Source: an optimization exercise on an open RTL-to-GDS flow (aim: a short achievable clock period and few clock cycles). Production flows keep margins and buffers that such runs may drop.
Function was checked by simulation only, so behaviour that the tests miss may differ from the original.
Power is estimated from default activity; no workload was simulated.

Setup of JK:
// mips
module mips (
    clk,reset,
    imem_addr,imem_rdata,
    dmem_addr,dmem_wdata,dmem_we,dmem_rdata
);
clock: 12.5 ns
lec_check: 0
cap_margin: 20
core_margin: 2
core_utilization: 40
slew_margin: 20
tns_end_percent: 5
standard.sh (not shown) runs the stock make flow with config.mk's settings and CLKGATE_MAP_FILE= SYNTH_SCRIPT=/design/flow/synth_recipe.tcl, a recipe that flattens the netlist after the stock synthesis.
==> flow/flow/run.sh <==
#!/bin/bash
# Standard layout (the standard.sh: unchanged synthesis, floorplan, power
# grid, placement, CTS and routing steps) with three repair settings changed:
#  - sizing may swap a cell for any equivalent cell, not only one of the same
#    footprint (the platform sets MATCH_CELL_FOOTPRINT 1);
#  - the port buffers that placement inserts on every input and output are
#    buf_4 cells.
set -euo pipefail
bash standard.sh SETUP_SLACK_MARGIN=9.5 MATCH_CELL_FOOTPRINT=0 \
  "BUFFER_PORTS_ARGS=-buffer_cell sky130_fd_sc_hd__buf_4" finish > standard_flow.log 2>&1
Testbench counts of JK, summed over its fixed seeds: cycles 47,797.
--- input diff JK..MS ---
-- flow/design.v --
<<< JK, line 16
reg [11:2] iaddr_q;    
reg        bV   [0:7];
reg [31:3] bTag [0:7];    
reg [31:0] bTgt [0:7];
reg [31:0] bFt  [0:7];
reg        bFtV [0:7];
reg [31:0] instrD, pcD, ftWordD;
reg        validD, btbHitD, ftValidD;
reg [31:0] aE, opbE, rtE, corrTgtE, altTgtE, bTgtE, pcE, ftWordE;
reg [4:0]  dstE_r, shamtE;
>>> MS, line 16
reg [11:2] iaddr_q;    
reg        bV   [0:7];
reg [8:0]  bTagLo [0:7];  
reg [31:12] bTagHi [0:7];
reg [31:0] bTgt [0:7];
reg [31:0] bFt  [0:7];
reg        bFtV [0:7];
reg [31:0] instrD, pcD, ftWordD;
reg        validD, btbHitD, ftValidD, hiMisD;
reg [31:0] aE, opbE, rtE, corrTgtE, altTgtE, bTgtE, pcE, ftWordE;
reg [4:0]  dstE_r, shamtE;
<<< JK, line 66
    hitF = 1'b0;
    for (m = 0; m < 8; m = m + 1)
        hitF = hitF | ((idxF == m) & bV[m] & (bTag[m] == {pcF[31:5], pcF[1:0]}));
end
wire [5:0]  opD  = instrD[31:26];
>>> MS, line 67
    hitF = 1'b0;
    for (m = 0; m < 8; m = m + 1)
        hitF = hitF | ((idxF == m) & bV[m] & (bTagLo[m] == {pcF[11:5], pcF[1:0]}));
end
wire [5:0]  opD  = instrD[31:26];
<<< JK, line 128
wire predTD  = brD & (btbHitD | statTD);
wire validDe = validD & ~reset_q;
wire redirD_raw = validDe & ~btbHitD & (i_j | statTD);
wire [31:0] tgtD = i_j ? jTgtD : brTgtD;
wire        ftValidNext = brD & (btbHitD ? ftValidD : statTD);
>>> MS, line 129
wire predTD  = brD & (btbHitD | statTD);
wire validDe = validD & ~reset_q;
wire redirD_raw = validDe & (i_j | statTD | (brD & btbHitD)) & (~btbHitD | hiMisD);
wire [31:0] tgtD = i_j ? jTgtD : brTgtD;
wire        ftValidNext = brD & (btbHitD ? ftValidD : statTD);
<<< JK, line 221
            bV[i] <= 1'b1;
        if (updWe[i]) begin
            bTag[i] <= {updPc[31:5], updPc[1:0]};
            bTgt[i] <= updTgt;
            bFt[i]  <= updFt;
            bFtV[i] <= updFtV;
        end else if (insWe[i]) begin
            bTag[i] <= {pcE[31:5], pcE[1:0]};
            bTgt[i] <= bTgtE;
            bFt[i]  <= ftWordE;
>>> MS, line 222
            bV[i] <= 1'b1;
        if (updWe[i]) begin
            bTagLo[i] <= {updPc[11:5], updPc[1:0]};
            bTagHi[i] <= updPc[31:12];
            bTgt[i] <= updTgt;
            bFt[i]  <= updFt;
            bFtV[i] <= updFtV;
        end else if (insWe[i]) begin
            bTagLo[i] <= {pcE[11:5], pcE[1:0]};
            bTagHi[i] <= pcE[31:12];
            bTgt[i] <= bTgtE;
            bFt[i]  <= ftWordE;
<<< JK, line 253
        ftWordD  <= bFt[idxF];
        ftValidD <= bFtV[idxF];
    end
    aE    <= aNext;
>>> MS, line 256
        ftWordD  <= bFt[idxF];
        ftValidD <= bFtV[idxF];
        hiMisD   <= (bTagHi[idxF] != pcF[31:12]);
    end
    aE    <= aNext;
Results
MS — met3 demand-to-capacity share in global routing 1.8 points higher, JK as reference. Going from JK to MS, the sequential fraction of total cell area was found to have gone down by 0.44 points. MS did not stop at any stage, and its layout met the timing, DRC and antenna checks. The flow did not stop early for JK: all stages ran, and the layout cleared the timing, DRC and antenna checks. Between MS and JK, the global-route usage figures differ only marginally. Length of routed met3 wiring (MS vs. JK) increases by more than 10%. Going from JK to MS, internal power consumption rose by about 1.5%, cell depth of the worst flop-to-flop path down 3, setup slack of the critical path after layout now sits higher.
Testbench counts of MS, summed over its fixed seeds: cycles 47,797.

-- re-timing with driven ports --
No port has a modelled driver above. Below, the same layouts with a new extraction and two added sets of constraints. Step 1: set_driving_cell puts a clkbuf_16 on clk and a buf_2 on each other input, an assumption about the parent block. Step 2 also shifts input and output timing later by t, the mid clock arrival at the registers, as if the neighbouring blocks saw the same clock. Slacks: ideal ports / drivers / drivers and shift; pairs: ideal ports / drivers.
| run | t, ns | slack for setup (ns) | hold slack, ns | latest minus earliest clock arrival (ns) | cell pins on the clock port's net |
|---|---|---|---|---|---|
| JK | 1.008 | 8.519 / 8.462 / 8.443 | 0.388 / 0.388 / 0.388 | 0.058 / 0.058 | 1 |
| MS | 0.992 | 8.620 / 8.529 / 8.454 | 0.378 / 0.378 / 0.378 | 0.112 / 0.111 | 1 |
After both steps setup and hold are still met in every run listed. The setup slack of MS, which loses most, moves by -0.091 ns with the drivers and by -0.166 ns with both steps.
